Background: an optimization exercise with open tools, aiming at small area and a short achievable clock period. Do not read the settings as production practice. Function was not checked in any run shown here: the RTL went through the layout flow alone. Power figures rest on the tool's default switching activity, not on a simulated workload.

==> design/flow/config.mk <==
export PLATFORM = sky130hd
export DESIGN_NAME = ArithmaticUnit
export DESIGN_NICKNAME = ArithmaticUnit
export VERILOG_FILES = /design/flow/design.v
export SDC_FILE = /design/flow/constraint.sdc
export NUM_CORES = 4
export LEC_CHECK = 0
export CAP_MARGIN = 20
export CORE_MARGIN = 2
export CORE_UTILIZATION = 60
export SETUP_SLACK_MARGIN = 2.5
export SLEW_MARGIN = 20
export SYNTH_HIERARCHICAL = 1
export SYNTH_MINIMUM_KEEP_SIZE = 0
==> design/flow/constraint.sdc <==
create_clock -name core_clock -period 8.0 [get_ports {clock_i}]
set_input_delay 1.6000 -clock core_clock [delete_from_list [all_inputs] [get_ports {clock_i}]]
set_output_delay 1.6000 -clock core_clock [all_outputs]
set_load 0.01 [all_outputs]
==> design/flow/design.v <==
`timescale 1ns / 1ps
`default_nettype none
module ArithmaticUnit(
		input wire clock_i, isWb_i, enable_i,
		input wire [4:0] wbAddress_i,
		input wire [6:0] opCode_i,
		input wire [15:0] pOperand_i, sOperand_i,
		output reg wbEnable_o,
		output reg [4:0] wbAddress_o,
		output reg [15:0] wbData_o,
		output reg [1:0] statusWriteback_o  
    );
	wire [15:0] P = pOperand_i;
	wire [15:0] S = sOperand_i;
	wire mul = opCode_i[1] & opCode_i[0];
	wire sub = opCode_i[1] & ~opCode_i[0];
	wire as  = opCode_i[1] ^ opCode_i[0];
	wire [7:0] one, two, neg;
	assign one[0] = (mul & P[0]) | as;
	assign two[0] = mul & P[1] & ~P[0];
	assign neg[0] = (mul & P[1]) | sub;
	genvar k;
	generate for (k = 1; k < 8; k = k + 1) begin : enc
		assign one[k] = mul & (P[2*k] ^ P[2*k-1]);
		assign two[k] = mul & ((P[2*k+1] & ~P[2*k] & ~P[2*k-1]) | (~P[2*k+1] & P[2*k] & P[2*k-1]));
		assign neg[k] = mul & P[2*k+1];
	end endgenerate
	wire pp0_0_n; pa_nand2 u_pp0_0_n (.a(one[0]), .b(S[0]), .y(pp0_0_n));
	wire pp0_0; pa_xnor2 u_pp0_0 (.a(pp0_0_n), .b(neg[0]), .y(pp0_0));
	wire pp0_1_n; pa_aoi22 u_pp0_1_n (.a(one[0]), .b(S[1]), .c(two[0]), .d(S[0]), .y(pp0_1_n));
	wire pp0_1; pa_xnor2 u_pp0_1 (.a(pp0_1_n), .b(neg[0]), .y(pp0_1));
	wire pp0_2_n; pa_aoi22 u_pp0_2_n (.a(one[0]), .b(S[2]), .c(two[0]), .d(S[1]), .y(pp0_2_n));
	wire pp0_2; pa_xnor2 u_pp0_2 (.a(pp0_2_n), .b(neg[0]), .y(pp0_2));
	wire pp0_3_n; pa_aoi22 u_pp0_3_n (.a(one[0]), .b(S[3]), .c(two[0]), .d(S[2]), .y(pp0_3_n));
	wire pp0_3; pa_xnor2 u_pp0_3 (.a(pp0_3_n), .b(neg[0]), .y(pp0_3));
	wire pp0_4_n; pa_aoi22 u_pp0_4_n (.a(one[0]), .b(S[4]), .c(two[0]), .d(S[3]), .y(pp0_4_n));
	wire pp0_4; pa_xnor2 u_pp0_4 (.a(pp0_4_n), .b(neg[0]), .y(pp0_4));
	wire pp0_5_n; pa_aoi22 u_pp0_5_n (.a(one[0]), .b(S[5]), .c(two[0]), .d(S[4]), .y(pp0_5_n));
	wire pp0_5; pa_xnor2 u_pp0_5 (.a(pp0_5_n), .b(neg[0]), .y(pp0_5));
	wire pp0_6_n; pa_aoi22 u_pp0_6_n (.a(one[0]), .b(S[6]), .c(two[0]), .d(S[5]), .y(pp0_6_n));
	wire pp0_6; pa_xnor2 u_pp0_6 (.a(pp0_6_n), .b(neg[0]), .y(pp0_6));
	wire pp0_7_n; pa_aoi22 u_pp0_7_n (.a(one[0]), .b(S[7]), .c(two[0]), .d(S[6]), .y(pp0_7_n));
	wire pp0_7; pa_xnor2 u_pp0_7 (.a(pp0_7_n), .b(neg[0]), .y(pp0_7));
	wire pp0_8_n; pa_aoi22 u_pp0_8_n (.a(one[0]), .b(S[8]), .c(two[0]), .d(S[7]), .y(pp0_8_n));
	wire pp0_8; pa_xnor2 u_pp0_8 (.a(pp0_8_n), .b(neg[0]), .y(pp0_8));
	wire pp0_9_n; pa_aoi22 u_pp0_9_n (.a(one[0]), .b(S[9]), .c(two[0]), .d(S[8]), .y(pp0_9_n));
	wire pp0_9; pa_xnor2 u_pp0_9 (.a(pp0_9_n), .b(neg[0]), .y(pp0_9));
	wire pp0_10_n; pa_aoi22 u_pp0_10_n (.a(one[0]), .b(S[10]), .c(two[0]), .d(S[9]), .y(pp0_10_n));
	wire pp0_10; pa_xnor2 u_pp0_10 (.a(pp0_10_n), .b(neg[0]), .y(pp0_10));
	wire pp0_11_n; pa_aoi22 u_pp0_11_n (.a(one[0]), .b(S[11]), .c(two[0]), .d(S[10]), .y(pp0_11_n));
	wire pp0_11; pa_xnor2 u_pp0_11 (.a(pp0_11_n), .b(neg[0]), .y(pp0_11));
	wire pp0_12_n; pa_aoi22 u_pp0_12_n (.a(one[0]), .b(S[12]), .c(two[0]), .d(S[11]), .y(pp0_12_n));
	wire pp0_12; pa_xnor2 u_pp0_12 (.a(pp0_12_n), .b(neg[0]), .y(pp0_12));
	wire pp0_13_n; pa_aoi22 u_pp0_13_n (.a(one[0]), .b(S[13]), .c(two[0]), .d(S[12]), .y(pp0_13_n));
	wire pp0_13; pa_xnor2 u_pp0_13 (.a(pp0_13_n), .b(neg[0]), .y(pp0_13));
	wire pp0_14_n; pa_aoi22 u_pp0_14_n (.a(one[0]), .b(S[14]), .c(two[0]), .d(S[13]), .y(pp0_14_n));
	wire pp0_14; pa_xnor2 u_pp0_14 (.a(pp0_14_n), .b(neg[0]), .y(pp0_14));
	wire pp0_15_n; pa_aoi22 u_pp0_15_n (.a(one[0]), .b(S[15]), .c(two[0]), .d(S[14]), .y(pp0_15_n));
	wire pp0_15; pa_xnor2 u_pp0_15 (.a(pp0_15_n), .b(neg[0]), .y(pp0_15));
	wire ng0 = neg[0];
	wire pp1_2_n; pa_aoi22 u_pp1_2_n (.a(one[1]), .b(S[0]), .c(as), .d(P[2]), .y(pp1_2_n));
	wire pp1_2; pa_xnor2 u_pp1_2 (.a(pp1_2_n), .b(neg[1]), .y(pp1_2));
	wire pp1_3_n; pa_aoi222 u_pp1_3_n (.a(one[1]), .b(S[1]), .c(two[1]), .d(S[0]), .e(as), .f(P[3]), .y(pp1_3_n));
	wire pp1_3; pa_xnor2 u_pp1_3 (.a(pp1_3_n), .b(neg[1]), .y(pp1_3));
	wire pp1_4_n; pa_aoi222 u_pp1_4_n (.a(one[1]), .b(S[2]), .c(two[1]), .d(S[1]), .e(as), .f(P[4]), .y(pp1_4_n));
	wire pp1_4; pa_xnor2 u_pp1_4 (.a(pp1_4_n), .b(neg[1]), .y(pp1_4));
	wire pp1_5_n; pa_aoi222 u_pp1_5_n (.a(one[1]), .b(S[3]), .c(two[1]), .d(S[2]), .e(as), .f(P[5]), .y(pp1_5_n));
	wire pp1_5; pa_xnor2 u_pp1_5 (.a(pp1_5_n), .b(neg[1]), .y(pp1_5));
	wire pp1_6_n; pa_aoi222 u_pp1_6_n (.a(one[1]), .b(S[4]), .c(two[1]), .d(S[3]), .e(as), .f(P[6]), .y(pp1_6_n));
	wire pp1_6; pa_xnor2 u_pp1_6 (.a(pp1_6_n), .b(neg[1]), .y(pp1_6));
	wire pp1_7_n; pa_aoi222 u_pp1_7_n (.a(one[1]), .b(S[5]), .c(two[1]), .d(S[4]), .e(as), .f(P[7]), .y(pp1_7_n));
	wire pp1_7; pa_xnor2 u_pp1_7 (.a(pp1_7_n), .b(neg[1]), .y(pp1_7));
	wire pp1_8_n; pa_aoi222 u_pp1_8_n (.a(one[1]), .b(S[6]), .c(two[1]), .d(S[5]), .e(as), .f(P[8]), .y(pp1_8_n));
	wire pp1_8; pa_xnor2 u_pp1_8 (.a(pp1_8_n), .b(neg[1]), .y(pp1_8));
	wire pp1_9_n; pa_aoi222 u_pp1_9_n (.a(one[1]), .b(S[7]), .c(two[1]), .d(S[6]), .e(as), .f(P[9]), .y(pp1_9_n));
	wire pp1_9; pa_xnor2 u_pp1_9 (.a(pp1_9_n), .b(neg[1]), .y(pp1_9));
	wire pp1_10_n; pa_aoi222 u_pp1_10_n (.a(one[1]), .b(S[8]), .c(two[1]), .d(S[7]), .e(as), .f(P[10]), .y(pp1_10_n));
	wire pp1_10; pa_xnor2 u_pp1_10 (.a(pp1_10_n), .b(neg[1]), .y(pp1_10));
	wire pp1_11_n; pa_aoi222 u_pp1_11_n (.a(one[1]), .b(S[9]), .c(two[1]), .d(S[8]), .e(as), .f(P[11]), .y(pp1_11_n));
	wire pp1_11; pa_xnor2 u_pp1_11 (.a(pp1_11_n), .b(neg[1]), .y(pp1_11));
	wire pp1_12_n; pa_aoi222 u_pp1_12_n (.a(one[1]), .b(S[10]), .c(two[1]), .d(S[9]), .e(as), .f(P[12]), .y(pp1_12_n));
	wire pp1_12; pa_xnor2 u_pp1_12 (.a(pp1_12_n), .b(neg[1]), .y(pp1_12));
	wire pp1_13_n; pa_aoi222 u_pp1_13_n (.a(one[1]), .b(S[11]), .c(two[1]), .d(S[10]), .e(as), .f(P[13]), .y(pp1_13_n));
	wire pp1_13; pa_xnor2 u_pp1_13 (.a(pp1_13_n), .b(neg[1]), .y(pp1_13));
	wire pp1_14_n; pa_aoi222 u_pp1_14_n (.a(one[1]), .b(S[12]), .c(two[1]), .d(S[11]), .e(as), .f(P[14]), .y(pp1_14_n));
	wire pp1_14; pa_xnor2 u_pp1_14 (.a(pp1_14_n), .b(neg[1]), .y(pp1_14));
	wire pp1_15_n; pa_aoi222 u_pp1_15_n (.a(one[1]), .b(S[13]), .c(two[1]), .d(S[12]), .e(as), .f(P[15]), .y(pp1_15_n));
	wire pp1_15; pa_xnor2 u_pp1_15 (.a(pp1_15_n), .b(neg[1]), .y(pp1_15));
	wire ng1 = neg[1];
	wire pp2_4_n; pa_nand2 u_pp2_4_n (.a(one[2]), .b(S[0]), .y(pp2_4_n));
	wire pp2_4; pa_xnor2 u_pp2_4 (.a(pp2_4_n), .b(neg[2]), .y(pp2_4));
	wire pp2_5_n; pa_aoi22 u_pp2_5_n (.a(one[2]), .b(S[1]), .c(two[2]), .d(S[0]), .y(pp2_5_n));
	wire pp2_5; pa_xnor2 u_pp2_5 (.a(pp2_5_n), .b(neg[2]), .y(pp2_5));
	wire pp2_6_n; pa_aoi22 u_pp2_6_n (.a(one[2]), .b(S[2]), .c(two[2]), .d(S[1]), .y(pp2_6_n));
	wire pp2_6; pa_xnor2 u_pp2_6 (.a(pp2_6_n), .b(neg[2]), .y(pp2_6));
	wire pp2_7_n; pa_aoi22 u_pp2_7_n (.a(one[2]), .b(S[3]), .c(two[2]), .d(S[2]), .y(pp2_7_n));
	wire pp2_7; pa_xnor2 u_pp2_7 (.a(pp2_7_n), .b(neg[2]), .y(pp2_7));
	wire pp2_8_n; pa_aoi22 u_pp2_8_n (.a(one[2]), .b(S[4]), .c(two[2]), .d(S[3]), .y(pp2_8_n));
	wire pp2_8; pa_xnor2 u_pp2_8 (.a(pp2_8_n), .b(neg[2]), .y(pp2_8));
	wire pp2_9_n; pa_aoi22 u_pp2_9_n (.a(one[2]), .b(S[5]), .c(two[2]), .d(S[4]), .y(pp2_9_n));
	wire pp2_9; pa_xnor2 u_pp2_9 (.a(pp2_9_n), .b(neg[2]), .y(pp2_9));
	wire pp2_10_n; pa_aoi22 u_pp2_10_n (.a(one[2]), .b(S[6]), .c(two[2]), .d(S[5]), .y(pp2_10_n));
	wire pp2_10; pa_xnor2 u_pp2_10 (.a(pp2_10_n), .b(neg[2]), .y(pp2_10));
	wire pp2_11_n; pa_aoi22 u_pp2_11_n (.a(one[2]), .b(S[7]), .c(two[2]), .d(S[6]), .y(pp2_11_n));
	wire pp2_11; pa_xnor2 u_pp2_11 (.a(pp2_11_n), .b(neg[2]), .y(pp2_11));
	wire pp2_12_n; pa_aoi22 u_pp2_12_n (.a(one[2]), .b(S[8]), .c(two[2]), .d(S[7]), .y(pp2_12_n));
	wire pp2_12; pa_xnor2 u_pp2_12 (.a(pp2_12_n), .b(neg[2]), .y(pp2_12));
	wire pp2_13_n; pa_aoi22 u_pp2_13_n (.a(one[2]), .b(S[9]), .c(two[2]), .d(S[8]), .y(pp2_13_n));
	wire pp2_13; pa_xnor2 u_pp2_13 (.a(pp2_13_n), .b(neg[2]), .y(pp2_13));
	wire pp2_14_n; pa_aoi22 u_pp2_14_n (.a(one[2]), .b(S[10]), .c(two[2]), .d(S[9]), .y(pp2_14_n));
	wire pp2_14; pa_xnor2 u_pp2_14 (.a(pp2_14_n), .b(neg[2]), .y(pp2_14));
	wire pp2_15_n; pa_aoi22 u_pp2_15_n (.a(one[2]), .b(S[11]), .c(two[2]), .d(S[10]), .y(pp2_15_n));
	wire pp2_15; pa_xnor2 u_pp2_15 (.a(pp2_15_n), .b(neg[2]), .y(pp2_15));
	wire ng2 = neg[2];
	wire pp3_6_n; pa_nand2 u_pp3_6_n (.a(one[3]), .b(S[0]), .y(pp3_6_n));
	wire pp3_6; pa_xnor2 u_pp3_6 (.a(pp3_6_n), .b(neg[3]), .y(pp3_6));
	wire pp3_7_n; pa_aoi22 u_pp3_7_n (.a(one[3]), .b(S[1]), .c(two[3]), .d(S[0]), .y(pp3_7_n));
	wire pp3_7; pa_xnor2 u_pp3_7 (.a(pp3_7_n), .b(neg[3]), .y(pp3_7));
	wire pp3_8_n; pa_aoi22 u_pp3_8_n (.a(one[3]), .b(S[2]), .c(two[3]), .d(S[1]), .y(pp3_8_n));
	wire pp3_8; pa_xnor2 u_pp3_8 (.a(pp3_8_n), .b(neg[3]), .y(pp3_8));
	wire pp3_9_n; pa_aoi22 u_pp3_9_n (.a(one[3]), .b(S[3]), .c(two[3]), .d(S[2]), .y(pp3_9_n));
	wire pp3_9; pa_xnor2 u_pp3_9 (.a(pp3_9_n), .b(neg[3]), .y(pp3_9));
	wire pp3_10_n; pa_aoi22 u_pp3_10_n (.a(one[3]), .b(S[4]), .c(two[3]), .d(S[3]), .y(pp3_10_n));
	wire pp3_10; pa_xnor2 u_pp3_10 (.a(pp3_10_n), .b(neg[3]), .y(pp3_10));
	wire pp3_11_n; pa_aoi22 u_pp3_11_n (.a(one[3]), .b(S[5]), .c(two[3]), .d(S[4]), .y(pp3_11_n));
	wire pp3_11; pa_xnor2 u_pp3_11 (.a(pp3_11_n), .b(neg[3]), .y(pp3_11));
	wire pp3_12_n; pa_aoi22 u_pp3_12_n (.a(one[3]), .b(S[6]), .c(two[3]), .d(S[5]), .y(pp3_12_n));
	wire pp3_12; pa_xnor2 u_pp3_12 (.a(pp3_12_n), .b(neg[3]), .y(pp3_12));
	wire pp3_13_n; pa_aoi22 u_pp3_13_n (.a(one[3]), .b(S[7]), .c(two[3]), .d(S[6]), .y(pp3_13_n));
	wire pp3_13; pa_xnor2 u_pp3_13 (.a(pp3_13_n), .b(neg[3]), .y(pp3_13));
	wire pp3_14_n; pa_aoi22 u_pp3_14_n (.a(one[3]), .b(S[8]), .c(two[3]), .d(S[7]), .y(pp3_14_n));
	wire pp3_14; pa_xnor2 u_pp3_14 (.a(pp3_14_n), .b(neg[3]), .y(pp3_14));
	wire pp3_15_n; pa_aoi22 u_pp3_15_n (.a(one[3]), .b(S[9]), .c(two[3]), .d(S[8]), .y(pp3_15_n));
	wire pp3_15; pa_xnor2 u_pp3_15 (.a(pp3_15_n), .b(neg[3]), .y(pp3_15));
	wire ng3 = neg[3];
	wire pp4_8_n; pa_nand2 u_pp4_8_n (.a(one[4]), .b(S[0]), .y(pp4_8_n));
	wire pp4_8; pa_xnor2 u_pp4_8 (.a(pp4_8_n), .b(neg[4]), .y(pp4_8));
	wire pp4_9_n; pa_aoi22 u_pp4_9_n (.a(one[4]), .b(S[1]), .c(two[4]), .d(S[0]), .y(pp4_9_n));
	wire pp4_9; pa_xnor2 u_pp4_9 (.a(pp4_9_n), .b(neg[4]), .y(pp4_9));
	wire pp4_10_n; pa_aoi22 u_pp4_10_n (.a(one[4]), .b(S[2]), .c(two[4]), .d(S[1]), .y(pp4_10_n));
	wire pp4_10; pa_xnor2 u_pp4_10 (.a(pp4_10_n), .b(neg[4]), .y(pp4_10));
	wire pp4_11_n; pa_aoi22 u_pp4_11_n (.a(one[4]), .b(S[3]), .c(two[4]), .d(S[2]), .y(pp4_11_n));
	wire pp4_11; pa_xnor2 u_pp4_11 (.a(pp4_11_n), .b(neg[4]), .y(pp4_11));
	wire pp4_12_n; pa_aoi22 u_pp4_12_n (.a(one[4]), .b(S[4]), .c(two[4]), .d(S[3]), .y(pp4_12_n));
	wire pp4_12; pa_xnor2 u_pp4_12 (.a(pp4_12_n), .b(neg[4]), .y(pp4_12));
	wire pp4_13_n; pa_aoi22 u_pp4_13_n (.a(one[4]), .b(S[5]), .c(two[4]), .d(S[4]), .y(pp4_13_n));
	wire pp4_13; pa_xnor2 u_pp4_13 (.a(pp4_13_n), .b(neg[4]), .y(pp4_13));
	wire pp4_14_n; pa_aoi22 u_pp4_14_n (.a(one[4]), .b(S[6]), .c(two[4]), .d(S[5]), .y(pp4_14_n));
	wire pp4_14; pa_xnor2 u_pp4_14 (.a(pp4_14_n), .b(neg[4]), .y(pp4_14));
	wire pp4_15_n; pa_aoi22 u_pp4_15_n (.a(one[4]), .b(S[7]), .c(two[4]), .d(S[6]), .y(pp4_15_n));
	wire pp4_15; pa_xnor2 u_pp4_15 (.a(pp4_15_n), .b(neg[4]), .y(pp4_15));
	wire ng4 = neg[4];
	wire pp5_10_n; pa_nand2 u_pp5_10_n (.a(one[5]), .b(S[0]), .y(pp5_10_n));
	wire pp5_10; pa_xnor2 u_pp5_10 (.a(pp5_10_n), .b(neg[5]), .y(pp5_10));
	wire pp5_11_n; pa_aoi22 u_pp5_11_n (.a(one[5]), .b(S[1]), .c(two[5]), .d(S[0]), .y(pp5_11_n));
	wire pp5_11; pa_xnor2 u_pp5_11 (.a(pp5_11_n), .b(neg[5]), .y(pp5_11));
	wire pp5_12_n; pa_aoi22 u_pp5_12_n (.a(one[5]), .b(S[2]), .c(two[5]), .d(S[1]), .y(pp5_12_n));
	wire pp5_12; pa_xnor2 u_pp5_12 (.a(pp5_12_n), .b(neg[5]), .y(pp5_12));
	wire pp5_13_n; pa_aoi22 u_pp5_13_n (.a(one[5]), .b(S[3]), .c(two[5]), .d(S[2]), .y(pp5_13_n));
	wire pp5_13; pa_xnor2 u_pp5_13 (.a(pp5_13_n), .b(neg[5]), .y(pp5_13));
	wire pp5_14_n; pa_aoi22 u_pp5_14_n (.a(one[5]), .b(S[4]), .c(two[5]), .d(S[3]), .y(pp5_14_n));
	wire pp5_14; pa_xnor2 u_pp5_14 (.a(pp5_14_n), .b(neg[5]), .y(pp5_14));
	wire pp5_15_n; pa_aoi22 u_pp5_15_n (.a(one[5]), .b(S[5]), .c(two[5]), .d(S[4]), .y(pp5_15_n));
	wire pp5_15; pa_xnor2 u_pp5_15 (.a(pp5_15_n), .b(neg[5]), .y(pp5_15));
	wire ng5 = neg[5];
	wire pp6_12_n; pa_nand2 u_pp6_12_n (.a(one[6]), .b(S[0]), .y(pp6_12_n));
	wire pp6_12; pa_xnor2 u_pp6_12 (.a(pp6_12_n), .b(neg[6]), .y(pp6_12));
	wire pp6_13_n; pa_aoi22 u_pp6_13_n (.a(one[6]), .b(S[1]), .c(two[6]), .d(S[0]), .y(pp6_13_n));
	wire pp6_13; pa_xnor2 u_pp6_13 (.a(pp6_13_n), .b(neg[6]), .y(pp6_13));
	wire pp6_14_n; pa_aoi22 u_pp6_14_n (.a(one[6]), .b(S[2]), .c(two[6]), .d(S[1]), .y(pp6_14_n));
	wire pp6_14; pa_xnor2 u_pp6_14 (.a(pp6_14_n), .b(neg[6]), .y(pp6_14));
	wire pp6_15_n; pa_aoi22 u_pp6_15_n (.a(one[6]), .b(S[3]), .c(two[6]), .d(S[2]), .y(pp6_15_n));
	wire pp6_15; pa_xnor2 u_pp6_15 (.a(pp6_15_n), .b(neg[6]), .y(pp6_15));
	wire ng6 = neg[6];
	wire pp7_14_n; pa_nand2 u_pp7_14_n (.a(one[7]), .b(S[0]), .y(pp7_14_n));
	wire pp7_14; pa_xnor2 u_pp7_14 (.a(pp7_14_n), .b(neg[7]), .y(pp7_14));
	wire pp7_15_n; pa_aoi22 u_pp7_15_n (.a(one[7]), .b(S[1]), .c(two[7]), .d(S[0]), .y(pp7_15_n));
	wire pp7_15; pa_xnor2 u_pp7_15 (.a(pp7_15_n), .b(neg[7]), .y(pp7_15));
	wire ng7 = neg[7];
	wire xp0 = as & P[0];
	wire xp1 = as & P[1];
	wire hs0, hc0; pa_xor2 u_hs0 (.a(ng5), .b(pp0_10), .y(hs0)); pa_and2 u_hc0 (.a(ng5), .b(pp0_10), .y(hc0));
	wire hs1, hc1; pa_xor2 u_hs1 (.a(pp0_11), .b(pp1_11), .y(hs1)); pa_and2 u_hc1 (.a(pp0_11), .b(pp1_11), .y(hc1));
	wire hs2, hc2; pa_xor2 u_hs2 (.a(ng6), .b(pp0_12), .y(hs2)); pa_and2 u_hc2 (.a(ng6), .b(pp0_12), .y(hc2));
	wire fs0_x, fs0, fc0; pa_xor2 u_fs0_x (.a(pp1_12), .b(pp2_12), .y(fs0_x)); pa_xor2 u_fs0 (.a(fs0_x), .b(pp3_12), .y(fs0)); pa_maj3 u_fc0 (.a(pp1_12), .b(pp2_12), .c(pp3_12), .y(fc0));
	wire hs3, hc3; pa_xor2 u_hs3 (.a(pp0_13), .b(pp1_13), .y(hs3)); pa_and2 u_hc3 (.a(pp0_13), .b(pp1_13), .y(hc3));
	wire fs1_x, fs1, fc1; pa_xor2 u_fs1_x (.a(pp2_13), .b(pp3_13), .y(fs1_x)); pa_xor2 u_fs1 (.a(fs1_x), .b(pp4_13), .y(fs1)); pa_maj3 u_fc1 (.a(pp2_13), .b(pp3_13), .c(pp4_13), .y(fc1));
	wire hs4, hc4; pa_xor2 u_hs4 (.a(ng7), .b(pp0_14), .y(hs4)); pa_and2 u_hc4 (.a(ng7), .b(pp0_14), .y(hc4));
	wire fs2_x, fs2, fc2; pa_xor2 u_fs2_x (.a(pp1_14), .b(pp2_14), .y(fs2_x)); pa_xor2 u_fs2 (.a(fs2_x), .b(pp6_14), .y(fs2)); pa_maj3 u_fc2 (.a(pp1_14), .b(pp2_14), .c(pp6_14), .y(fc2));
	wire fs3_x, fs3, fc3; pa_xor2 u_fs3_x (.a(pp3_14), .b(pp4_14), .y(fs3_x)); pa_xor2 u_fs3 (.a(fs3_x), .b(pp5_14), .y(fs3)); pa_maj3 u_fc3 (.a(pp3_14), .b(pp4_14), .c(pp5_14), .y(fc3));
	wire hs5, hc5; pa_xor2 u_hs5 (.a(pp0_15), .b(pp1_15), .y(hs5)); pa_and2 u_hc5 (.a(pp0_15), .b(pp1_15), .y(hc5));
	wire fs4_x, fs4, fc4; pa_xor2 u_fs4_x (.a(pp2_15), .b(pp3_15), .y(fs4_x)); pa_xor2 u_fs4 (.a(fs4_x), .b(pp7_15), .y(fs4)); pa_maj3 u_fc4 (.a(pp2_15), .b(pp3_15), .c(pp7_15), .y(fc4));
	wire fs5_x, fs5, fc5; pa_xor2 u_fs5_x (.a(pp4_15), .b(pp5_15), .y(fs5_x)); pa_xor2 u_fs5 (.a(fs5_x), .b(pp6_15), .y(fs5)); pa_maj3 u_fc5 (.a(pp4_15), .b(pp5_15), .c(pp6_15), .y(fc5));
	wire hs6, hc6; pa_xor2 u_hs6 (.a(ng3), .b(pp0_6), .y(hs6)); pa_and2 u_hc6 (.a(ng3), .b(pp0_6), .y(hc6));
	wire hs7, hc7; pa_xor2 u_hs7 (.a(pp0_7), .b(pp1_7), .y(hs7)); pa_and2 u_hc7 (.a(pp0_7), .b(pp1_7), .y(hc7));
	wire hs8, hc8; pa_xor2 u_hs8 (.a(ng4), .b(pp0_8), .y(hs8)); pa_and2 u_hc8 (.a(ng4), .b(pp0_8), .y(hc8));
	wire fs6_x, fs6, fc6; pa_xor2 u_fs6_x (.a(pp1_8), .b(pp2_8), .y(fs6_x)); pa_xor2 u_fs6 (.a(fs6_x), .b(pp3_8), .y(fs6)); pa_maj3 u_fc6 (.a(pp1_8), .b(pp2_8), .c(pp3_8), .y(fc6));
	wire hs9, hc9; pa_xor2 u_hs9 (.a(pp0_9), .b(pp1_9), .y(hs9)); pa_and2 u_hc9 (.a(pp0_9), .b(pp1_9), .y(hc9));
	wire fs7_x, fs7, fc7; pa_xor2 u_fs7_x (.a(pp2_9), .b(pp3_9), .y(fs7_x)); pa_xor2 u_fs7 (.a(fs7_x), .b(pp4_9), .y(fs7)); pa_maj3 u_fc7 (.a(pp2_9), .b(pp3_9), .c(pp4_9), .y(fc7));
	wire fs8_x, fs8, fc8; pa_xor2 u_fs8_x (.a(pp1_10), .b(pp2_10), .y(fs8_x)); pa_xor2 u_fs8 (.a(fs8_x), .b(hs0), .y(fs8)); pa_maj3 u_fc8 (.a(pp1_10), .b(pp2_10), .c(hs0), .y(fc8));
	wire fs9_x, fs9, fc9; pa_xor2 u_fs9_x (.a(pp3_10), .b(pp4_10), .y(fs9_x)); pa_xor2 u_fs9 (.a(fs9_x), .b(pp5_10), .y(fs9)); pa_maj3 u_fc9 (.a(pp3_10), .b(pp4_10), .c(pp5_10), .y(fc9));
	wire fs10_x, fs10, fc10; pa_xor2 u_fs10_x (.a(pp2_11), .b(pp3_11), .y(fs10_x)); pa_xor2 u_fs10 (.a(fs10_x), .b(hs1), .y(fs10)); pa_maj3 u_fc10 (.a(pp2_11), .b(pp3_11), .c(hs1), .y(fc10));
	wire fs11_x, fs11, fc11; pa_xor2 u_fs11_x (.a(pp4_11), .b(pp5_11), .y(fs11_x)); pa_xor2 u_fs11 (.a(fs11_x), .b(hc0), .y(fs11)); pa_maj3 u_fc11 (.a(pp4_11), .b(pp5_11), .c(hc0), .y(fc11));
	wire fs12_x, fs12, fc12; pa_xor2 u_fs12_x (.a(pp4_12), .b(pp5_12), .y(fs12_x)); pa_xor2 u_fs12 (.a(fs12_x), .b(fs0), .y(fs12)); pa_maj3 u_fc12 (.a(pp4_12), .b(pp5_12), .c(fs0), .y(fc12));
	wire fs13_x, fs13, fc13; pa_xor2 u_fs13_x (.a(pp6_12), .b(hc1), .y(fs13_x)); pa_xor2 u_fs13 (.a(fs13_x), .b(hs2), .y(fs13)); pa_maj3 u_fc13 (.a(pp6_12), .b(hc1), .c(hs2), .y(fc13));
	wire fs14_x, fs14, fc14; pa_xor2 u_fs14_x (.a(pp5_13), .b(pp6_13), .y(fs14_x)); pa_xor2 u_fs14 (.a(fs14_x), .b(fs1), .y(fs14)); pa_maj3 u_fc14 (.a(pp5_13), .b(pp6_13), .c(fs1), .y(fc14));
	wire fs15_x, fs15, fc15; pa_xor2 u_fs15_x (.a(hc2), .b(hs3), .y(fs15_x)); pa_xor2 u_fs15 (.a(fs15_x), .b(fc0), .y(fs15)); pa_maj3 u_fc15 (.a(hc2), .b(hs3), .c(fc0), .y(fc15));
	wire fs16_x, fs16, fc16; pa_xor2 u_fs16_x (.a(pp7_14), .b(hc3), .y(fs16_x)); pa_xor2 u_fs16 (.a(fs16_x), .b(fs3), .y(fs16)); pa_maj3 u_fc16 (.a(pp7_14), .b(hc3), .c(fs3), .y(fc16));
	wire fs17_x, fs17, fc17; pa_xor2 u_fs17_x (.a(hs4), .b(fc1), .y(fs17_x)); pa_xor2 u_fs17 (.a(fs17_x), .b(fs2), .y(fs17)); pa_maj3 u_fc17 (.a(hs4), .b(fc1), .c(fs2), .y(fc17));
	wire fs18_x, fs18, fc18; pa_xor2 u_fs18_x (.a(hc4), .b(hs5), .y(fs18_x)); pa_xor2 u_fs18 (.a(fs18_x), .b(fs5), .y(fs18)); pa_maj3 u_fc18 (.a(hc4), .b(hs5), .c(fs5), .y(fc18));
	wire fs19_x, fs19, fc19; pa_xor2 u_fs19_x (.a(fc2), .b(fc3), .y(fs19_x)); pa_xor2 u_fs19 (.a(fs19_x), .b(fs4), .y(fs19)); pa_maj3 u_fc19 (.a(fc2), .b(fc3), .c(fs4), .y(fc19));
	wire hs10, hc10; pa_xor2 u_hs10 (.a(ng2), .b(pp0_4), .y(hs10)); pa_and2 u_hc10 (.a(ng2), .b(pp0_4), .y(hc10));
	wire hs11, hc11; pa_xor2 u_hs11 (.a(pp0_5), .b(pp1_5), .y(hs11)); pa_and2 u_hc11 (.a(pp0_5), .b(pp1_5), .y(hc11));
	wire fs20_x, fs20, fc20; pa_xor2 u_fs20_x (.a(pp1_6), .b(pp2_6), .y(fs20_x)); pa_xor2 u_fs20 (.a(fs20_x), .b(pp3_6), .y(fs20)); pa_maj3 u_fc20 (.a(pp1_6), .b(pp2_6), .c(pp3_6), .y(fc20));
	wire fs21_x, fs21, fc21; pa_xor2 u_fs21_x (.a(pp2_7), .b(pp3_7), .y(fs21_x)); pa_xor2 u_fs21 (.a(fs21_x), .b(hc6), .y(fs21)); pa_maj3 u_fc21 (.a(pp2_7), .b(pp3_7), .c(hc6), .y(fc21));
	wire fs22_x, fs22, fc22; pa_xor2 u_fs22_x (.a(pp4_8), .b(hc7), .y(fs22_x)); pa_xor2 u_fs22 (.a(fs22_x), .b(hs8), .y(fs22)); pa_maj3 u_fc22 (.a(pp4_8), .b(hc7), .c(hs8), .y(fc22));
	wire fs23_x, fs23, fc23; pa_xor2 u_fs23_x (.a(hc8), .b(hs9), .y(fs23_x)); pa_xor2 u_fs23 (.a(fs23_x), .b(fc6), .y(fs23)); pa_maj3 u_fc23 (.a(hc8), .b(hs9), .c(fc6), .y(fc23));
	wire fs24_x, fs24, fc24; pa_xor2 u_fs24_x (.a(hc9), .b(fc7), .y(fs24_x)); pa_xor2 u_fs24 (.a(fs24_x), .b(fs9), .y(fs24)); pa_maj3 u_fc24 (.a(hc9), .b(fc7), .c(fs9), .y(fc24));
	wire fs25_x, fs25, fc25; pa_xor2 u_fs25_x (.a(fc9), .b(fs11), .y(fs25_x)); pa_xor2 u_fs25 (.a(fs25_x), .b(fs10), .y(fs25)); pa_maj3 u_fc25 (.a(fc9), .b(fs11), .c(fs10), .y(fc25));
	wire fs26_x, fs26, fc26; pa_xor2 u_fs26_x (.a(fc11), .b(fc10), .y(fs26_x)); pa_xor2 u_fs26 (.a(fs26_x), .b(fs13), .y(fs26)); pa_maj3 u_fc26 (.a(fc11), .b(fc10), .c(fs13), .y(fc26));
	wire fs27_x, fs27, fc27; pa_xor2 u_fs27_x (.a(fc13), .b(fs14), .y(fs27_x)); pa_xor2 u_fs27 (.a(fs27_x), .b(fs15), .y(fs27)); pa_maj3 u_fc27 (.a(fc13), .b(fs14), .c(fs15), .y(fc27));
	wire fs28_x, fs28, fc28; pa_xor2 u_fs28_x (.a(fs16), .b(fc15), .y(fs28_x)); pa_xor2 u_fs28 (.a(fs28_x), .b(fc14), .y(fs28)); pa_maj3 u_fc28 (.a(fs16), .b(fc15), .c(fc14), .y(fc28));
	wire fs29_x, fs29, fc29; pa_xor2 u_fs29_x (.a(fs18), .b(fc16), .y(fs29_x)); pa_xor2 u_fs29 (.a(fs29_x), .b(fc17), .y(fs29)); pa_maj3 u_fc29 (.a(fs18), .b(fc16), .c(fc17), .y(fc29));
	wire hs12, hc12; pa_xor2 u_hs12 (.a(xp0), .b(ng0), .y(hs12)); pa_and2 u_hc12 (.a(xp0), .b(ng0), .y(hc12));
	wire hs13, hc13; pa_xor2 u_hs13 (.a(xp1), .b(pp0_1), .y(hs13)); pa_and2 u_hc13 (.a(xp1), .b(pp0_1), .y(hc13));
	wire fs30_x, fs30, fc30; pa_xor2 u_fs30_x (.a(ng1), .b(pp0_2), .y(fs30_x)); pa_xor2 u_fs30 (.a(fs30_x), .b(pp1_2), .y(fs30)); pa_maj3 u_fc30 (.a(ng1), .b(pp0_2), .c(pp1_2), .y(fc30));
	wire hs14, hc14; pa_xor2 u_hs14 (.a(pp0_3), .b(pp1_3), .y(hs14)); pa_and2 u_hc14 (.a(pp0_3), .b(pp1_3), .y(hc14));
	wire fs31_x, fs31, fc31; pa_xor2 u_fs31_x (.a(pp1_4), .b(pp2_4), .y(fs31_x)); pa_xor2 u_fs31 (.a(fs31_x), .b(hs10), .y(fs31)); pa_maj3 u_fc31 (.a(pp1_4), .b(pp2_4), .c(hs10), .y(fc31));
	wire fs32_x, fs32, fc32; pa_xor2 u_fs32_x (.a(pp2_5), .b(hc10), .y(fs32_x)); pa_xor2 u_fs32 (.a(fs32_x), .b(hs11), .y(fs32)); pa_maj3 u_fc32 (.a(pp2_5), .b(hc10), .c(hs11), .y(fc32));
	wire fs33_x, fs33, fc33; pa_xor2 u_fs33_x (.a(hc11), .b(hs6), .y(fs33_x)); pa_xor2 u_fs33 (.a(fs33_x), .b(fs20), .y(fs33)); pa_maj3 u_fc33 (.a(hc11), .b(hs6), .c(fs20), .y(fc33));
	wire fs34_x, fs34, fc34; pa_xor2 u_fs34_x (.a(hs7), .b(fc20), .y(fs34_x)); pa_xor2 u_fs34 (.a(fs34_x), .b(fs21), .y(fs34)); pa_maj3 u_fc34 (.a(hs7), .b(fc20), .c(fs21), .y(fc34));
	wire fs35_x, fs35, fc35; pa_xor2 u_fs35_x (.a(fs6), .b(fc21), .y(fs35_x)); pa_xor2 u_fs35 (.a(fs35_x), .b(fs22), .y(fs35)); pa_maj3 u_fc35 (.a(fs6), .b(fc21), .c(fs22), .y(fc35));
	wire fs36_x, fs36, fc36; pa_xor2 u_fs36_x (.a(fs7), .b(fc22), .y(fs36_x)); pa_xor2 u_fs36 (.a(fs36_x), .b(fs23), .y(fs36)); pa_maj3 u_fc36 (.a(fs7), .b(fc22), .c(fs23), .y(fc36));
	wire fs37_x, fs37, fc37; pa_xor2 u_fs37_x (.a(fs8), .b(fc23), .y(fs37_x)); pa_xor2 u_fs37 (.a(fs37_x), .b(fs24), .y(fs37)); pa_maj3 u_fc37 (.a(fs8), .b(fc23), .c(fs24), .y(fc37));
	wire fs38_x, fs38, fc38; pa_xor2 u_fs38_x (.a(fc8), .b(fc24), .y(fs38_x)); pa_xor2 u_fs38 (.a(fs38_x), .b(fs25), .y(fs38)); pa_maj3 u_fc38 (.a(fc8), .b(fc24), .c(fs25), .y(fc38));
	wire fs39_x, fs39, fc39; pa_xor2 u_fs39_x (.a(fs12), .b(fc25), .y(fs39_x)); pa_xor2 u_fs39 (.a(fs39_x), .b(fs26), .y(fs39)); pa_maj3 u_fc39 (.a(fs12), .b(fc25), .c(fs26), .y(fc39));
	wire fs40_x, fs40, fc40; pa_xor2 u_fs40_x (.a(fc12), .b(fc26), .y(fs40_x)); pa_xor2 u_fs40 (.a(fs40_x), .b(fs27), .y(fs40)); pa_maj3 u_fc40 (.a(fc12), .b(fc26), .c(fs27), .y(fc40));
	wire fs41_x, fs41, fc41; pa_xor2 u_fs41_x (.a(fs17), .b(fc27), .y(fs41_x)); pa_xor2 u_fs41 (.a(fs41_x), .b(fs28), .y(fs41)); pa_maj3 u_fc41 (.a(fs17), .b(fc27), .c(fs28), .y(fc41));
	wire fs42_x, fs42, fc42; pa_xor2 u_fs42_x (.a(fs19), .b(fc28), .y(fs42_x)); pa_xor2 u_fs42 (.a(fs42_x), .b(fs29), .y(fs42)); pa_maj3 u_fc42 (.a(fs19), .b(fc28), .c(fs29), .y(fc42));
	wire [15:0] ra = {fc41, fc40, fc39, fc38, fc37, fc36, fc35, fc34, fc33, fc32, fc31, hc14, fc30, hc13, hc12, hs12};
	wire [15:0] rb = {fs42, fs41, fs40, fs39, fs38, fs37, fs36, fs35, fs34, fs33, fs32, fs31, hs14, fs30, hs13, pp0_0};
	wire [15:0] g0 = ra & rb;
	wire [15:0] p0 = ra ^ rb;
	wire g1_1 = g0[1] | (p0[1] & g0[0]);
	wire g1_3 = g0[3] | (p0[3] & g0[2]);
	wire p1_3 = p0[3] & p0[2];
	wire g1_5 = g0[5] | (p0[5] & g0[4]);
	wire p1_5 = p0[5] & p0[4];
	wire g1_7 = g0[7] | (p0[7] & g0[6]);
	wire p1_7 = p0[7] & p0[6];
	wire g1_9 = g0[9] | (p0[9] & g0[8]);
	wire p1_9 = p0[9] & p0[8];
	wire g1_11 = g0[11] | (p0[11] & g0[10]);
	wire p1_11 = p0[11] & p0[10];
	wire g1_13 = g0[13] | (p0[13] & g0[12]);
	wire p1_13 = p0[13] & p0[12];
	wire g1_15 = g0[15] | (p0[15] & g0[14]);
	wire p1_15 = p0[15] & p0[14];
	wire g2_2 = g0[2] | (p0[2] & g1_1);
	wire g2_3 = g1_3 | (p1_3 & g1_1);
	wire g2_6 = g0[6] | (p0[6] & g1_5);
	wire p2_6 = p0[6] & p1_5;
	wire g2_7 = g1_7 | (p1_7 & g1_5);
	wire p2_7 = p1_7 & p1_5;
	wire g2_10 = g0[10] | (p0[10] & g1_9);
	wire p2_10 = p0[10] & p1_9;
	wire g2_11 = g1_11 | (p1_11 & g1_9);
	wire p2_11 = p1_11 & p1_9;
	wire g2_14 = g0[14] | (p0[14] & g1_13);
	wire p2_14 = p0[14] & p1_13;
	wire g2_15 = g1_15 | (p1_15 & g1_13);
	wire p2_15 = p1_15 & p1_13;
	wire g3_4 = g0[4] | (p0[4] & g2_3);
	wire g3_5 = g1_5 | (p1_5 & g2_3);
	wire g3_6 = g2_6 | (p2_6 & g2_3);
	wire g3_7 = g2_7 | (p2_7 & g2_3);
	wire g3_12 = g0[12] | (p0[12] & g2_11);
	wire p3_12 = p0[12] & p2_11;
	wire g3_13 = g1_13 | (p1_13 & g2_11);
	wire p3_13 = p1_13 & p2_11;
	wire g3_14 = g2_14 | (p2_14 & g2_11);
	wire p3_14 = p2_14 & p2_11;
	wire g3_15 = g2_15 | (p2_15 & g2_11);
	wire p3_15 = p2_15 & p2_11;
	wire g4_8 = g0[8] | (p0[8] & g3_7);
	wire g4_9 = g1_9 | (p1_9 & g3_7);
	wire g4_10 = g2_10 | (p2_10 & g3_7);
	wire g4_11 = g2_11 | (p2_11 & g3_7);
	wire g4_12 = g3_12 | (p3_12 & g3_7);
	wire g4_13 = g3_13 | (p3_13 & g3_7);
	wire g4_14 = g3_14 | (p3_14 & g3_7);
	wire g4_15 = g3_15 | (p3_15 & g3_7);
	wire [16:0] sum;
	assign sum[0] = p0[0];
	assign sum[1] = p0[1] ^ g0[0];
	assign sum[2] = p0[2] ^ g1_1;
	assign sum[3] = p0[3] ^ g2_2;
	assign sum[4] = p0[4] ^ g2_3;
	assign sum[5] = p0[5] ^ g3_4;
	assign sum[6] = p0[6] ^ g3_5;
	assign sum[7] = p0[7] ^ g3_6;
	assign sum[8] = p0[8] ^ g3_7;
	assign sum[9] = p0[9] ^ g4_8;
	assign sum[10] = p0[10] ^ g4_9;
	assign sum[11] = p0[11] ^ g4_10;
	assign sum[12] = p0[12] ^ g4_11;
	assign sum[13] = p0[13] ^ g4_12;
	assign sum[14] = p0[14] ^ g4_13;
	assign sum[15] = p0[15] ^ g4_14;
	assign sum[16] = g4_15;
	wire cout = sum[16] | hc5 | fc4 | fc5 | fc18 | fc19 | fc29 | fc42;
	wire arith = ~|opCode_i[6:2];
	always @(posedge clock_i)
	begin
		if (enable_i)
		begin
			wbEnable_o <= isWb_i & |opCode_i;
			wbAddress_o <= wbAddress_i;
			if (arith) wbData_o <= sum[15:0];
			if (arith & as) statusWriteback_o <= {~opCode_i[1] & cout, opCode_i[1] & ~cout};
		end
	end
endmodule
module pa_aoi22(input wire a, b, c, d, output wire y);
	assign y = ~((a & b) | (c & d));
endmodule
module pa_aoi222(input wire a, b, c, d, e, f, output wire y);
	assign y = ~((a & b) | (c & d) | (e & f));
endmodule
module pa_nand2(input wire a, b, output wire y);
	assign y = ~(a & b);
endmodule
module pa_xnor2(input wire a, b, output wire y);
	assign y = ~(a ^ b);
endmodule
module pa_xor2(input wire a, b, output wire y);
	assign y = a ^ b;
endmodule
module pa_and2(input wire a, b, output wire y);
	assign y = a & b;
endmodule
module pa_maj3(input wire a, b, c, output wire y);
	assign y = (a & b) | (a & c) | (b & c);
endmodule
module pa_fa(input wire a, b, c, output wire s, co);
	assign s = a ^ b ^ c;
	assign co = (a & b) | (a & c) | (b & c);
endmodule
module pa_ha(input wire a, b, output wire s, co);
	assign s = a ^ b;
	assign co = a & b;
endmodule
==> design/flow/flow/run.sh <==
#!/bin/bash
# Standard ORFS layout, with smaller port buffers and free cell resizing.
set -euo pipefail
bash standard.sh MATCH_CELL_FOOTPRINT=0 ABC_LOAD_IN_FF=1 "BUFFER_PORTS_ARGS=-buffer_cell sky130_fd_sc_hd__buf_1" finish > make_finish.log 2>&1
==> design/flow/standard.sh <==
#!/bin/bash
# synth_recipe.tcl (not shown) runs the flow's synth.tcl, then flattens the netlist and writes it again
# the make line also repeats each setting of config.mk as NAME=value (left out here)
make -C /OpenROAD-flow-scripts/flow DESIGN_CONFIG=/design/flow/config.mk WORK_HOME=/design/flow/orfs CLKGATE_MAP_FILE= SYNTH_SCRIPT=/design/flow/synth_recipe.tcl "${@:-finish}"
==> impl_metrics.py, run 1 <==
metrics = {
    "sta": {
        "setup_tns_ps": 0,
        "max_freq_ghz": 0.183,
        "rsz0062_at_grt": "yes",
        "max_slew_margin_pct": 43.0,
        "min_period_over_period_pct": 68.4,
        "drv_slew": 0,
        "hold_viol": 0,
        "worstMarginPinSlew_ps": 856,
        "min_period_ps": 5470,
        "setup_slack_ps": 2530,
        "finalSetupViolCount": 0,
    },
    "synthesis": {
        "synth.distinct_cells": 38,
        "synth-main-ff-cell": "edfxtp_1",
        "synthTopCellsByCount": "xor2_1, xnor2_1, a22oi_1",
        "netlist_instances": 485,
        "synth_top_area_cell": "xor2_1",
        "synth_most_common_cell": "xor2_1",
        "yosys-top-cells-area": "xor2_1, edfxtp_1, xnor2_1, maj3_2, a22oi_1",
        "yosysWarnings": 7,
        "syn_area_per_cell_um2": 9.24,
        "yosysTopAreaCellShare_pct": 21.7,
        "ys_async_sr_fraction_pct": 0,
        "synth-edff-count": 24,
        "ys_ff_latch": 24,
        "synth_nets": 554,
        "yosysSeqAreaShare_pct": 16.1,
        "syn-cell-area_um2": 4480,
    },
    "critical_path": {
        "worstSetupEndpointType": "register",
        "slowest_stage": "maj3_2",
        "critical_path.cell_chain": "buf_1 > inv_1 > ha_4 > a21o_4 > a22oi_1 > xnor2_1 > xor2_1 > buf_4 > buf_4 > maj3_2 > xor2_1 > xor2_1 > buf_4 > maj3_2 > ha_1 > nor4_1 > nand2_1 > a21oi_1 > a21oi_1",
        "worstSetupEndpoint": "statusWriteback_o[1]",
        "crit_type": "in -> reg",
        "cp.depth": 19,
        "arrival_ps": 5480,
        "cp-start-kind": "input pin",
        "path_buf_inv": 5,
        "cp-startpoint": "opCode_i[0]",
        "critical-path-top-delay-family": "adder cells",
        "required_ps": 8010,
        "slowest_delay_ps": 320,
        "path_max_fanout": 16,
    },
    "placement": {
        "gp_congestion": 0.849,
        "dp_slack_ps": 1250,
        "dp_cells": 652,
        "dpl.hpwl_mm": 8.61,
        "port_buffers": 70,
    },
    "layout": {
        "multi_input_area_um2": 3830,
        "regArea_um2": 721,
        "diodes": 0,
        "fill_cells": 623,
        "nets": 654,
        "drive_above_1_share_pct": 18.7,
        "synthToLayoutAreaGrowth_pct": 16.8,
        "final_cell_count_no_fill": 683,
    },
    "floorplanning": {
        "fp.coreArea_um2": 7250,
        "rows": 31,
        "die_area_um2": 8170,
        "die_y_um": 90.4,
        "pin_count": 71,
        "die_w_um": 90.4,
        "start_util_pct": 61.8,
    },
    "global_route": {
        "antenna_found_initial": 0,
        "first_global_vias": 3878,
        "track_usage_pct": 27.7,
        "overflow": 0,
        "grt_max_degree": 24,
        "grt_pass1_wl_mm": 18.6,
    },
    "clock_tree": {
        "clock_sinks": 24,
        "root_buffer": "clkbuf_8",
        "cts_buffers": 3,
        "clk_pin_slew_worst_paths_ps": 110,
        "clockBufferDepth": 2,
        "cts_tree": "yes",
        "h-tree-depth": 1,
    },
    "route": {
        "vias": 4072,
        "vias_per_cell": 5.96,
        "wire_per_inst_um": 17.1,
        "first_pass_iters": 6,
        "ant_nets": 0,
        "routed_wl_mm": 11.7,
        "drcViolationCount": 0,
        "drt_iter0_drc": 333,
    },
    "power": {
        "power_density_nw_per_um2": 273,
        "peakVddDrop_mv": 0.138,
        "p_leak_nw": 2.11,
    },
    "job": {
        "drv_cap": 0,
    },
    "worst_hold_path": {
        "worstHoldPathType": "in -> reg",
        "hold_depth": 1,
    },
    "status": {
        "status": "finished clean",
    },
}
-- flip-flops by register name, summed over array words and instances (netlist names) --
register and count:
statusWriteback_o 2, wbAddress_o 5, wbData_o 16, wbEnable_o 1
-- Yosys stat by module, one instance, submodules excluded, a selection --
module,flip-flops and latches,times used,cells,area (um2)
pa_aoi222,0,13,1,10.0
pa_maj3,0,43,1,11.3
pa_xor2,0,101,1,8.76
pa_aoi22,0,52,1,7.51
ArithmaticUnit,24,1,182,1840
pa_nand2,0,7,1,3.75
-- worst min path at each step --
stage,from,end
after detailed placement,wbAddress_i[4],wbAddress_o[4]
after global placement,wbAddress_i[1],wbAddress_o[1]
after floorplan,wbAddress_i[0],wbAddress_o[0]
after global routing,wbAddress_i[2],wbAddress_o[2]
after CTS,wbAddress_i[4],wbAddress_o[4]
final,wbAddress_i[2],wbAddress_o[2]
-- cells in the final DEF, fill, tap and decap left out, drive strengths merged, types with 2 or more instances in the layout --
master / count
ha: 18
buf: 94
a21o: 5
and3: 4
edfxtp: 24
nand2: 29
xor2: 111
maj3: 43
nor4: 2
and2: 41
a222oi: 13
inv: 8
a22oi: 52
or4: 2
clkbuf: 5
o21ai: 10
nor2: 12
a311oi: 2
a31o: 2
fa: 4
o21bai: 2
a21oi: 9
or3: 2
xnor2: 79
-- final cells by class --
class	count	share of cell area (%)
inverter	8	0.574
tap	99	2.37
timing repair buffer	96	8.82
multi-input combinational	452	73.1
sequential	24	13.8
clock inverter	1	0.574
clock buffer	3	0.789
-- per-stage QoR --
stage | total power [W] | utilization (%) | instance area, um2 | hold WS, ps
after floorplan | 0.000997 | - | 4480 | 1700
after global placement | 0.00115 | 67.0 | 4860 | 1770
after detailed placement | 0.00119 | 67.0 | 4860 | 1770
after CTS | 0.00132 | 69.4 | 5030 | 1480
after global routing | 0.00154 | 72.2 | 5230 | 1470
final | 0.00143 | 72.2 | 5230 | 1480
-- where the power goes --
part | switching, W | total, W | internal (W)
logic | 0.000596 | 0.00112 | 0.000525
clock network | 0.0000456 | 0.000113 | 0.0000670
registers | 0.00000120 | 0.000195 | 0.000194
total | 0.000643 | 0.00143 | 0.000786
-- timing repair --
item	CTS	global route
pin swaps	6	25
hold buffers	0	0
setup buffers	6	20
endpoints found under the setup margin	12	6
resized for setup	29	25
gates cloned	0	1
-- routing by layer --
metal | vias to the layer above | GRT usage (%) | share of wire, %
li1 | 1959 | - | -
met4 | 0 | 7.31 | 2.1
met2 | 194 | 49.3 | 49
met1 | 1895 | 35.4 | 42
met3 | 24 | 3.34 | 7.5
met5 | - | 0 | 0
-- cells by family after synthesis --
group                      count (synthesis)  synth area share [%]
adders and majority gates                 65                  17.6
and+or+nand+nor                           96                  11.3
buffers and inverters                     10                 0.838
xor gates and xnor gates                 190                  37.2
DFF                                       24                  16.1
AOI/OAI and AO/OA                        100                  17.0
==> run 2, diff against run 1 <==
--- a/design/flow/config.mk
+++ b/design/flow/config.mk
@@ -8,7 +8,7 @@
 export CAP_MARGIN = 20
 export CORE_MARGIN = 2
 export CORE_UTILIZATION = 60
-export SETUP_SLACK_MARGIN = 2.5
+export SETUP_SLACK_MARGIN = 3.0
 export SLEW_MARGIN = 20
 export SYNTH_HIERARCHICAL = 1
 export SYNTH_MINIMUM_KEEP_SIZE = 0
==> run 2 against run 1 <==
- still clean on timing, DRC and antenna
- non-clock buffer count increased by 50
- synthesized cell count unchanged
- clock power about the same
- critical path depth decreased by 1
- worst hold slack got worse by 3.6 ps
- count of clock-buffer cells in the layout unchanged
- sequential power about the same
- flip-flop and latch count unchanged
- setup slack improved by 190 ps
- utilization increased by 11 points
- via count increased by 8.0%
- largest cell class unchanged
- largest power group unchanged
==> impl_metrics.py, run 2 <==
metrics = {
    "layout": {
        "top_regs": "wbData_o (16), wbAddress_o (5), statusWriteback_o (2)",
        "final_cell_count_no_fill": 733,
        "final_cell_mix": "xor2_1, xnor2_1, buf_4",
        "synthToLayoutAreaGrowth_pct": 34.8,
        "regMostFlops": "wbData_o",
        "largest_reg_flops": 16,
        "final_common_cell": "xor2_1",
        "nets": 704,
        "drive_above_1_share_pct": 33.8,
        "diodes": 0,
        "final_util_pct": 83.3,
    },
    "power": {
        "peakVddDrop_mv": 0.176,
        "total_power_w": 0.00183,
        "p_leak_nw": 2.48,
        "power_density_nw_per_um2": 303,
    },
    "sta": {
        "max_freq_ghz": 0.189,
        "hold_viol": 0,
        "setup_tns_ps": 0,
        "min_period_ps": 5280,
        "rsz0062_at_grt": "yes",
        "finalSetupViolCount": 0,
        "drv_slew": 0,
        "setup_slack_ps": 2720,
        "min_period_over_period_pct": 66.1,
        "worstMarginPinSlew_ps": 1100,
        "max_slew_margin_pct": 26.5,
    },
    "synthesis": {
        "yosysSeqAreaShare_pct": 16.1,
        "ys_async_sr_fraction_pct": 0,
        "netlist_instances": 485,
        "synth.distinct_cells": 38,
        "synthTopCellsByCount": "xor2_1, xnor2_1, a22oi_1",
        "synth_most_common_cell": "xor2_1",
        "synth_nets": 554,
        "synth-edff-count": 24,
        "syn-cell-area_um2": 4480,
        "yosys-top-cells-area": "xor2_1, edfxtp_1, xnor2_1, maj3_2, a22oi_1",
        "ys_ff_latch": 24,
        "yosysWarnings": 7,
        "syn_area_per_cell_um2": 9.24,
        "synth-main-ff-cell": "edfxtp_1",
        "synth_top_area_cell": "xor2_1",
        "yosysTopAreaCellShare_pct": 21.7,
    },
    "route": {
        "drcViolationCount": 0,
        "first_pass_iters": 6,
        "ant_nets": 0,
        "vias_per_cell": 6.00,
        "drt_iter0_drc": 422,
        "routed_wl_mm": 13.5,
        "wire_per_inst_um": 18.5,
        "vias": 4399,
    },
    "critical_path": {
        "required_ps": 8040,
        "slowest_delay_ps": 400,
        "cp-start-kind": "input pin",
        "critical-path-top-delay-family": "XOR/XNOR gates",
        "path_max_fanout": 6,
        "slowest_stage": "xor2_1",
        "crit_type": "in -> reg",
        "worstSetupEndpointType": "register",
        "worstSetupEndpoint": "wbData_o[15]",
        "cp.depth": 18,
        "cp-startpoint": "opCode_i[1]",
        "arrival_ps": 5320,
        "path_buf_inv": 2,
        "critical_path.cell_chain": "buf_8 > ha_4 > buf_4 > a21o_4 > a22oi_2 > xnor2_1 > and2_4 > xor2_1 > xor2_1 > maj3_2 > xor2_2 > xor2_2 > ha_4 > a21oi_4 > o21bai_4 > or3_4 > o21ai_4 > xnor2_1",
    },
    "clock_tree": {
        "clockBufferDepth": 2,
        "cts_tree": "yes",
        "root_buffer": "clkbuf_8",
        "cts_buffers": 3,
        "h-tree-depth": 1,
        "clk_pin_slew_worst_paths_ps": 100,
        "clock_sinks": 24,
    },
    "placement": {
        "gp_congestion": 0.901,
        "dp_cells": 653,
        "dpl.hpwl_mm": 8.82,
        "dp_slack_ps": 1820,
        "port_buffers": 70,
    },
    "worst_hold_path": {
        "worstHoldPathType": "in -> reg",
        "hold_depth": 1,
    },
    "global_route": {
        "track_usage_pct": 30.4,
        "antenna_found_initial": 0,
        "grt_max_degree": 19,
        "overflow": 0,
        "first_global_vias": 4218,
        "grt_pass1_wl_mm": 20.3,
    },
    "floorplanning": {
        "die_area_um2": 8170,
        "pin_count": 71,
        "die_y_um": 90.4,
        "start_util_pct": 61.8,
        "die_w_um": 90.4,
        "rows": 31,
        "fp.coreArea_um2": 7250,
    },
    "status": {
        "status": "finished clean",
    },
    "job": {
        "drv_cap": 0,
    },
}
==> run 2: cell counts after synthesis <==
No cell type changed its count.
==> run 2: routing by layer <==
| layer | vias to the layer above | GRT usage (%) | wire length [um] |
|---|---|---|---|
| met5 | - | 0 | 0 |
| met2 | 219 | 53.3 | 6750 |
| li1 | 2048 | - | - |
| met3 | 43 | 3.26 | 894 |
| met4 | 0 | 12.3 | 449 |
| met1 | 2089 | 38.0 | 5450 |
==> run 2: kinds of logic after synthesis <==
| kind of cell | count (synthesis) | synth area share [%] |
|---|---|---|
| xor gates and xnor gates | 190 | 37.2 |
| AOI/OAI and AO/OA | 100 | 17.0 |
| and+or+nand+nor | 96 | 11.3 |
| adders and majority gates | 65 | 17.6 |
| DFF | 24 | 16.1 |
| buffers and inverters | 10 | 0.838 |
==> run 2: cell type report <==
class / instances / area [um2]
multi-input cells: 452 / 4190
fillers: 438 / 1210
repair buffers: 146 / 905
flip-flops and latches: 24 / 721
well taps: 99 / 124
clock buffers: 3 / 41.3
clock inverters: 1 / 30.0
inverters: 8 / 30.0
==> run 2: power breakdown <==
part | switching, W | total (W) | internal, W | leakage [nW]
clock network | 0.0000473 | 0.000114 | 0.0000671 | 0.0357
registers | 0.00000114 | 0.000195 | 0.000194 | 0.219
logic | 0.000772 | 0.00152 | 0.000747 | 2.23
total | 0.000820 | 0.00183 | 0.00101 | 2.48
==> run 2: worst min path at each step <==
stage	end	from	slack, ps
2_1_floorplan	wbAddress_o[0]	wbAddress_i[0]	1700
3_3_place_gp	wbAddress_o[0]	wbAddress_i[0]	1770
3_5_place_dp	wbAddress_o[2]	wbAddress_i[2]	1770
4_1_cts	wbAddress_o[4]	wbAddress_i[4]	1480
5_1_grt	wbAddress_o[0]	wbAddress_i[0]	1470
6_report	wbAddress_o[4]	wbAddress_i[4]	1470
==> run 2: what timing repair did <==
action | CTS | global route
gates cloned | 1 | 0
endpoints found under the setup margin | 11 | 10
pin swaps | 44 | 71
hold buffers | 0 | 0
resized for setup | 53 | 51
buffers inserted | 46 | 29
==> run 2: modules after synthesis (local to each module, per instance) <==
module | cell area [um2] | times used | flops+latches
ArithmaticUnit | 1840 | 1 | 24
pa_xor2 | 8.76 | 101 | 0
pa_aoi22 | 7.51 | 52 | 0
pa_and2 | 6.26 | 15 | 0
pa_nand2 | 3.75 | 7 | 0
pa_maj3 | 11.3 | 43 | 0
pa_aoi222 | 10.0 | 13 | 0
pa_xnor2 | 8.76 | 72 | 0
==> run 2: metrics by stage <==
stage               hold WS, ps  area (um2)
floorplan                  1700        4570
global placement           1770        4940
detailed placement         1770        4940
CTS                        1480        5540
global route               1470        6040
finish                     1470        6040
==> run 3, diff against run 2 <==
--- a/design/flow/config.mk
+++ b/design/flow/config.mk
@@ -8,7 +8,7 @@
 export CAP_MARGIN = 20
 export CORE_MARGIN = 2
 export CORE_UTILIZATION = 60
-export SETUP_SLACK_MARGIN = 3.0
+export SETUP_SLACK_MARGIN = 0
 export SLEW_MARGIN = 20
 export SYNTH_HIERARCHICAL = 1
 export SYNTH_MINIMUM_KEEP_SIZE = 0
==> run 3 against run 2 <==
- wire length is 20% lower
- die area is the same
- non-clock buffer count fell by 74
- still clean on timing, DRC and antenna
- critical path type unchanged
- flip-flop and latch count did not move
- critical path depth decreased by 1
- clock power is essentially flat
- synthesized area unchanged
- sequential share of layout area grew 2.6 points
- via count is 12% lower
==> impl_metrics.py, run 3 <==
metrics = {
    "critical_path": {
        "path_max_fanout": 23,
        "cp-start-kind": "input pin",
        "worstSetupEndpointType": "register",
        "crit_type": "in -> reg",
        "required_ps": 8080,
        "arrival_ps": 6690,
        "cp-startpoint": "opCode_i[1]",
    },
    "power": {
        "power_density_nw_per_um2": 262,
        "peakVddDrop_mv": 0.116,
        "p_leak_nw": 1.95,
    },
    "placement": {
        "port_buffers": 70,
        "dpl.hpwl_mm": 8.53,
        "dp_cells": 654,
        "gp_congestion": 0.870,
    },
    "layout": {
        "drive_above_1_share_pct": 10.2,
        "final_cell_mix": "xor2_1, xnor2_1, buf_1",
        "top_regs": "wbData_o (16), wbAddress_o (5), statusWriteback_o (2)",
        "largest_reg_flops": 16,
        "nets": 629,
        "diodes": 0,
        "final_common_cell": "xor2_1",
        "synthToLayoutAreaGrowth_pct": 10.4,
        "final_util_pct": 68.2,
        "final_cell_count_no_fill": 658,
        "regMostFlops": "wbData_o",
    },
    "route": {
        "vias": 3879,
        "first_pass_iters": 5,
        "drt_iter0_drc": 290,
        "ant_nets": 0,
        "vias_per_cell": 5.90,
        "drcViolationCount": 0,
        "wire_per_inst_um": 16.4,
        "routed_wl_mm": 10.8,
    },
    "clock_tree": {
        "postCtsResizedCells": 0,
        "clockBufferDepth": 2,
        "clock_sinks": 24,
        "root_buffer": "clkbuf_8",
        "cts_setup_buffers": 0,
        "h-tree-depth": 1,
        "cts_buffers": 3,
        "cts_hold_buf": 0,
        "clk_pin_slew_worst_paths_ps": 100,
        "cts_tree": "yes",
    },
    "floorplanning": {
        "start_util_pct": 61.8,
        "die_y_um": 90.4,
        "fp.coreArea_um2": 7250,
        "die_area_um2": 8170,
        "die_w_um": 90.4,
        "pin_count": 71,
        "rows": 31,
    },
    "synthesis": {
        "yosysSeqAreaShare_pct": 16.1,
        "yosysWarnings": 7,
        "synthTopCellsByCount": "xor2_1, xnor2_1, a22oi_1",
        "syn-cell-area_um2": 4480,
        "synth-main-ff-cell": "edfxtp_1",
        "ys_ff_latch": 24,
        "ys_async_sr_fraction_pct": 0,
        "yosys-top-cells-area": "xor2_1, edfxtp_1, xnor2_1, maj3_2, a22oi_1",
        "netlist_instances": 485,
        "synth-edff-count": 24,
        "synth_top_area_cell": "xor2_1",
        "synth_most_common_cell": "xor2_1",
        "synth.distinct_cells": 38,
        "synth_nets": 554,
        "syn_area_per_cell_um2": 9.24,
        "yosysTopAreaCellShare_pct": 21.7,
    },
    "worst_hold_path": {
        "worstHoldPathType": "in -> reg",
        "holdCritStartpoint": "wbAddress_i[3]",
    },
    "global_route": {
        "antenna_found_initial": 0,
        "grt_pass1_wl_mm": 18.1,
        "track_usage_pct": 26.8,
        "overflow": 0,
        "grt_max_degree": 24,
        "first_global_vias": 3879,
    },
    "job": {
        "drv_cap": 0,
    },
    "sta": {
        "worstMarginPinSlew_ps": 1070,
        "rsz0062_at_grt": "no",
        "max_slew_margin_pct": 28.6,
        "max_freq_ghz": 0.151,
        "drv_slew": 0,
        "min_period_ps": 6610,
        "hold_viol": 0,
        "setup_tns_ps": 0,
        "finalSetupViolCount": 0,
        "min_period_over_period_pct": 82.6,
    },
    "status": {
        "status": "finished clean",
    },
}
## run 3: critical path, cell delays in order
cell and delay (ps):
buf_1 260, ha_1 610, nand2_1 150, nor2_1 790, a22oi_1 210, xnor2_1 290
xor2_1 320, xor2_1 240, xor2_1 320, maj3_2 300, xor2_1 160, xor2_1 90
ha_1 380, inv_1 80, or3_1 360, or4_1 410, o311ai_0 110
## run 3: layer usage
layer  part of all wire (%)  routed length, um  GRT usage, %  up-vias
li1                       -                  -             -     1916
met1                     45               4900          35.0     1813
met2                     48               5180          47.0      134
met3                    5.0                538          2.75       16
met4                    1.8                194          7.44        0
met5                      0                  0             0        -
## run 3: per-module statistics from Yosys, one instance, submodules excluded, excerpt
| module | times used | cells |
|---|---|---|
| ArithmaticUnit | 1 | 182 |
| pa_maj3 | 43 | 1 |
| pa_aoi222 | 13 | 1 |
| pa_xnor2 | 72 | 1 |
| pa_xor2 | 101 | 1 |
| pa_and2 | 15 | 1 |
| pa_nand2 | 7 | 1 |
## run 3: logic make-up after synthesis
| family | share of synthesized area [%] |
|---|---|
| buffers and inverters | 0.838 |
| XOR/XNOR | 37.2 |
| adder cells (fa/ha/maj) | 17.6 |
| AND/OR/NAND/NOR | 11.3 |
| AO/OA/AOI/OAI | 17.0 |
| flip-flops | 16.1 |
## run 3: final cells by class
class	count	area [um2]
multi-input cells	451	3720
inverters	8	30.0
clock inverters	1	30.0
flip-flops and latches	24	721
well taps	99	124
repair buffers	72	278
clock buffers	3	41.3
fillers	635	2310
## run 3: final timing paths
kind | slack, ps | cells after the start | end
hold / removal | 1490 | 1 | wbAddress_o[3]
setup / recovery | 1390 | 17 | wbData_o[14]
## run 3: per-stage QoR
step / total power (W) / instance area [um2] / worst slack, ps / hold WS (ps)
after global routing: 0.00141 / 4940 / 1090 / 1470
after detailed placement: 0.00118 / 4870 / 1170 / 1770
after global placement: 0.00115 / 4870 / 1330 / 1770
after CTS: 0.00129 / 4940 / 1450 / 1480
final: 0.00130 / 4940 / 1390 / 1490
after floorplan: 0.000997 / 4480 / 2350 / 1700
## run 3: where the power goes
part           internal, W  switching, W
sequential        0.000194    0.00000127
clock            0.0000670     0.0000446
combinational     0.000444      0.000546

static timing again, ports no longer ideal:
The results above use ideal ports. As a check the final layouts listed here were re-extracted and re-timed, cells and wires unchanged. Step 1 assumes that a clkbuf_16 drives the clock port and a buf_2 every other input. Step 2, shift: input delay + t, output delay - t, t = (earliest + latest rising clock arrival at the registers) / 2. This alone moves slack from input paths to output paths. a / b / c = no drivers / after step 1 / after step 2; a / b = the first two.
run | shift t [ns] | setup slack, ns | worst data-port slew with drivers (ns)
run 1 | 0.303 | 2.529 / 2.538 / 2.235 | 0.04
run 2 | 0.312 | 2.715 / 2.708 / 2.396 | 0.05
run 3 | 0.300 | 1.389 / 1.396 / 1.096 | 0.04
After both steps setup and hold are still met in every run listed. For run 2, which loses most, drivers alone change the setup slack by -0.007 ns; drivers and shift together by -0.319 ns.
